What follows belongs to an exercise in optimizing a design on an open flow for small area; a production flow would make more cautious choices.
Only simulation tests tie the RTL to the original design; equivalence was not proved.

## flow/design.v (module list and top-level ports; edited modules follow where they fit)
// module butterfly_unit: 2233 lines
// module bu_fa: 4 lines
module butterfly_unit #(
    parameter Q_IN    = 15,
    parameter Q_DATA = 15,
    parameter Q_OUT   = 15
)(
    input  wire clk,
    input  wire reset,
    input  wire valid_in,
    input  wire signed [Q_IN:0]    a_real, a_imag,
    input  wire signed [Q_IN:0]    b_real, b_imag,
    input  wire signed [Q_DATA:0] W_real, W_imag,
    output reg valid_out,
    output reg signed [Q_OUT:0]   y0_real, y0_imag,
    output reg signed [Q_OUT:0]   y1_real, y1_imag
);
  // ...
==> flow/flow/run.sh <==
#!/bin/bash
set -o pipefail
cp standard.sh standard_sh.txt
export BUFFER_PORTS_ARGS="-buffer_cell sky130_fd_sc_hd__buf_1"
bash standard.sh > standard.log 2>&1
==> flow/standard.sh <==
#!/bin/bash
# synth_recipe.tcl (not shown) runs the flow's synth.tcl, then flattens the netlist and writes it again
# the make line also repeats each setting of config.mk as NAME=value (left out here)
make -C /OpenROAD-flow-scripts/flow DESIGN_CONFIG=/design/flow/config.mk WORK_HOME=/design/flow/orfs CLKGATE_MAP_FILE= SYNTH_SCRIPT=/design/flow/synth_recipe.tcl "${@:-finish}"
==> flow/config.mk <==
export PLATFORM = sky130hd
export DESIGN_NAME = butterfly_unit
export DESIGN_NICKNAME = butterfly_unit
export VERILOG_FILES = /design/flow/design.v
export SDC_FILE = /design/flow/constraint.sdc
export NUM_CORES = 4
export LEC_CHECK = 0
export CAP_MARGIN = 20
export CORE_MARGIN = 2
export CORE_UTILIZATION = 40
export PLACE_DENSITY = 0.6
export SLEW_MARGIN = 20
export SYNTH_HIERARCHICAL = 1
==> flow/constraint.sdc <==
create_clock -name core_clock -period 20.0 [get_ports {clk}]
set_input_delay 4.0000 -clock core_clock [delete_from_list [all_inputs] [get_ports {clk}]]
set_output_delay 4.0000 -clock core_clock [all_outputs]
set_load 0.01 [all_outputs]
==> results.json, run 1 <==
{
  "pin_count": 164,
  "hold_end": "y1_real[14]",
  "crit_required_ns": 20.24,
  "synth_top_flop_cell": "dfrtp_1",
  "cts_resized": 0,
  "slew_headroom_pct": 40.3,
  "post_cts_buffers": 0,
  "finClkSkew_ns": 0,
  "gp_congestion": 0.882,
  "r2r_start": "y1_imag[15]",
  "dieArea_um2": 58400,
  "slowest_stage": "fa_1",
  "first_global_vias": 17900,
  "cts_tree": "yes",
  "cts_hold_buf": 0,
  "top_layer_used": "met5",
  "use_met1_pct": 28.6,
  "yosys.area.top_type_share_pct": 48.0,
  "hp-class": "reg2reg",
  "cts_buffers": 9,
  "synthMuxAreaShare_pct": 3.26,
  "synth_top_cell_by_area": "fa_1",
  "outcome": "timing/DRC/antenna clean",
  "final_cell_area_um2": 24600,
  "grt.overflow.total": 0,
  "n_antenna_cell": 1
}
==> inputs of run 2 (changes only) <==
==> flow/run.sh (new file) <==
#!/bin/bash
# synth_recipe.tcl (not shown) runs the flow's synth.tcl, then flattens the netlist and writes it again
# the make line also repeats each setting of config.mk as NAME=value (left out here)
make -C /OpenROAD-flow-scripts/flow DESIGN_CONFIG=/design/flow/config.mk WORK_HOME=/design/flow/orfs CLKGATE_MAP_FILE= SYNTH_SCRIPT=/design/flow/synth_recipe.tcl finish
removed: flow/flow/run.sh
removed: flow/standard.sh
==> run 2 against run 1 <==
Effect of this change:
- still clean on timing, DRC and antenna
- clock skew unchanged
- core utilization increased by 1.8 points
- worst setup slack got worse by 0.28 ns
- non-clock buffer count increased by 1
- wire length increased by 4.6%
- first-iteration DRC count increased by 10%
- cell area increased by 4.2%
==> results.json, run 2 <==
{
  "vias_per_cell": 5.57,
  "crit_required_ns": 20.23,
  "syn_area_um2": 22600,
  "critPathLaunchType": "input port",
  "yosysSeqAreaShare_pct": 6.96,
  "final_common_cell": "fa_1",
  "final_cell_area_um2": 25600,
  "syn-instance-count": 2037,
  "portBuffers": 163,
  "top_layer_used": "met5",
  "start_util_pct": 40.3,
  "postPlaceCellArea_um2": 25300,
  "first_global_vias": 18100,
  "cts_hold_buf": 0,
  "cts_resized": 0,
  "grt.overflow.total": 0,
  "ant_nets": 0,
  "path_class": "in2reg",
  "post_cts_buffers": 0,
  "die-width_um": 242,
  "drtIter0Drc": 1064,
  "hold_viol": 0,
  "setup_viol": 0,
  "drcViolationCount": 0,
  "synth_top_flop_cell": "dfrtp_1",
  "grt_pass1_wl_mm": 106,
  "synth-edff-count": 0,
  "yosys.area.top_type_share_pct": 48.0,
  "nets": 2837,
  "synthArstFlopShare_pct": 98.4,
  "gp_congestion": 0.963,
  "first_pass_iters": 5,
  "ys_ff_latch": 63,
  "nFillCells": 5298,
  "core_area_um2": 56100,
  "die_h_um": 242,
  "synth_warnings": 7,
  "wl_met2_mm": 31.6,
  "synth_area_leaders": "fa_1 (48%), a22oi_1 (12%), xor2_1 (9.3%)",
  "whs_ns": 0.508,
  "cts_max_path_buffers": 2,
  "wl_met1_mm": 27.4,
  "ys_types": 45,
  "wire_per_inst_um": 22.5,
  "top_regs": "y0_imag (16), y1_real (16)",
  "maxSlewViolCount": 0,
  "pin_count": 164,
  "drive_above_1_share_pct": 8.92,
  "area_growth_pct": 13.5,
  "period_share_pct": 97.1,
  "fp-row-count": 87,
  "dieArea_um2": 58400,
  "end_kind": "register",
  "cts_buffers": 9,
  "ys_top_cells_by_count": "fa_1 (541), a22oi_1 (348), xor2_1 (240), xnor2_1 (168), inv_1 (135)",
  "tns_ns": 0,
  "post-route-min-period_ns": 19.42,
  "dp_hpwl_mm": 59.3,
  "rsz0062_at_grt": "no",
  "cts.sinks": 63,
  "final_cell_mix": "fa_1 (536), a22oi_1 (348), xor2_1 (240)",
  "maxCapViolCount": 0,
  "finClkSkew_ns": 0,
  "grtUsageTotal_pct": 23.4,
  "outcome": "timing/DRC/antenna clean",
  "cts_tree": "yes",
  "clk_pin_slew_ns": 0.06,
  "synth_most_common_cell": "fa_1",
  "via_count": 16300,
  "met3WireLength_mm": 3.30,
  "htreeDepth": 3,
  "cts-root-buf": "clkbuf_16",
  "path_common_cell": "fa_1",
  "crit_fanout": 8,
  "syn_avg_cell_area_um2": 11.1,
  "worstMarginPinSlew_ns": 0.927,
  "slowest_stage": "fa_2",
  "cp.arrival_ns": 19.65,
  "grt_max_degree": 74,
  "slew_headroom_pct": 38.2,
  "antenna_found_initial": 2,
  "hp-class": "reg2reg",
  "clkLatencyLatePin_ns": 0.34,
  "critPathMaxStageDelay_ns": 0.63,
  "max_freq_mhz": 51.5,
  "synth_top_cell_by_area": "fa_1",
  "wl_mm": 65.7
}
[run 2: cell counts after synthesis]
No cell type changed its count.
[run 2: through the flow]
step           setup slack [ns]  utilization, %  std cells
3_3_place_gp              0.161            45.2       2904
5_1_grt                  0.0196            45.7       2920
6_report                  0.576            45.7       2920
3_5_place_dp            -0.0257            45.2       2904
4_1_cts                   0.281            45.7       2919
2_1_floorplan             0.459               -       2057
[run 2: per-module statistics from Yosys, one instance, submodules excluded]
module	copies in the design	flops+latches
butterfly_unit	1	63
bu_fa	541	0
[run 2: cell type report]
cell class	count	area (um2)	share of cell area (%)
Antenna cell	1	2.50	0.00976
Clock buffer	12	267	1.04
Inverter	137	514	2.01
Multi-Input combinational cell	1679	19900	77.6
Timing Repair Buffer	269	2420	9.45
Clock inverter	3	17.5	0.0683
Sequential cell	63	1570	6.13
Tap cell	756	946	3.69
[run 2: critical path: cells and delay by family]
kind | cells | cell delay (ns)
XOR/XNOR | 3 | 0.78
buffers and inverters | 2 | 0.69
AO/OA/AOI/OAI | 1 | 0.13
adder cells (fa/ha/maj) | 33 | 13.77
multiplexers | 1 | 0.27
[run 2: layer usage]
metal | vias up | GRT usage (%)
li1 | 7112 | -
met2 | 477 | 39.0
met1 | 8549 | 30.4
met3 | 120 | 3.15
met5 | - | 0
met4 | 2 | 10.5
[run 2: logic make-up after synthesis]
group	count (synthesis)	synth area share, %
fa+ha+maj	579	50.1
xor+xnor	417	16.6
other cells	1	0.0166
flops	63	6.96
compound gates	460	14.6
buf+inv	315	5.42
mux	68	3.26
simple gates	134	3.04
[run 2: worst paths after layout]
path / slack, ns / to / depth (start not counted) / from
worst max-delay path: 0.58 / y1_imag[15] / 40 / b_imag[0]
worst min-delay path: 0.51 / y0_imag[8] / 1 / y0_imag[8]
worst max register to register: 19.11 / y1_imag[15] / 1 / y1_imag[15]
worst min register to register: 0.51 / y0_imag[8] / 1 / y0_imag[8]
max in group asynchronous: 15.24 / y1_imag[10] / 3 / reset
min in group asynchronous: 4.22 / y0_real[14] / 3 / reset

what the ideal ports hide:
The results above use ideal ports. As a check the final layouts listed here were re-extracted and re-timed, cells and wires unchanged.
Step 1 assumes that a clkbuf_16 drives the clock port and a buf_2 every other input.
Step 2 times the ports against the registers' clock, not the clock port: input delays grow and output delays shrink by t, the midpoint of the rising clock arrivals with the driver on.
Three values: no drivers, after step 1, after step 2; two values: the first two.
run	t (ns)	slack for setup (ns)	worst setup path after step 2	worst data-port slew with drivers (ns)	pins driven straight from the clock port
run 1	0.376	0.856 / 0.871 / 0.495	input to register	0.08	1
run 2	0.378	0.576 / 0.587 / 0.209	input to register	0.08	1
After both steps setup and hold are still met in every run listed. The setup slack of run 2, which loses most, moves by +0.011 ns with the drivers and by -0.367 ns with both steps.
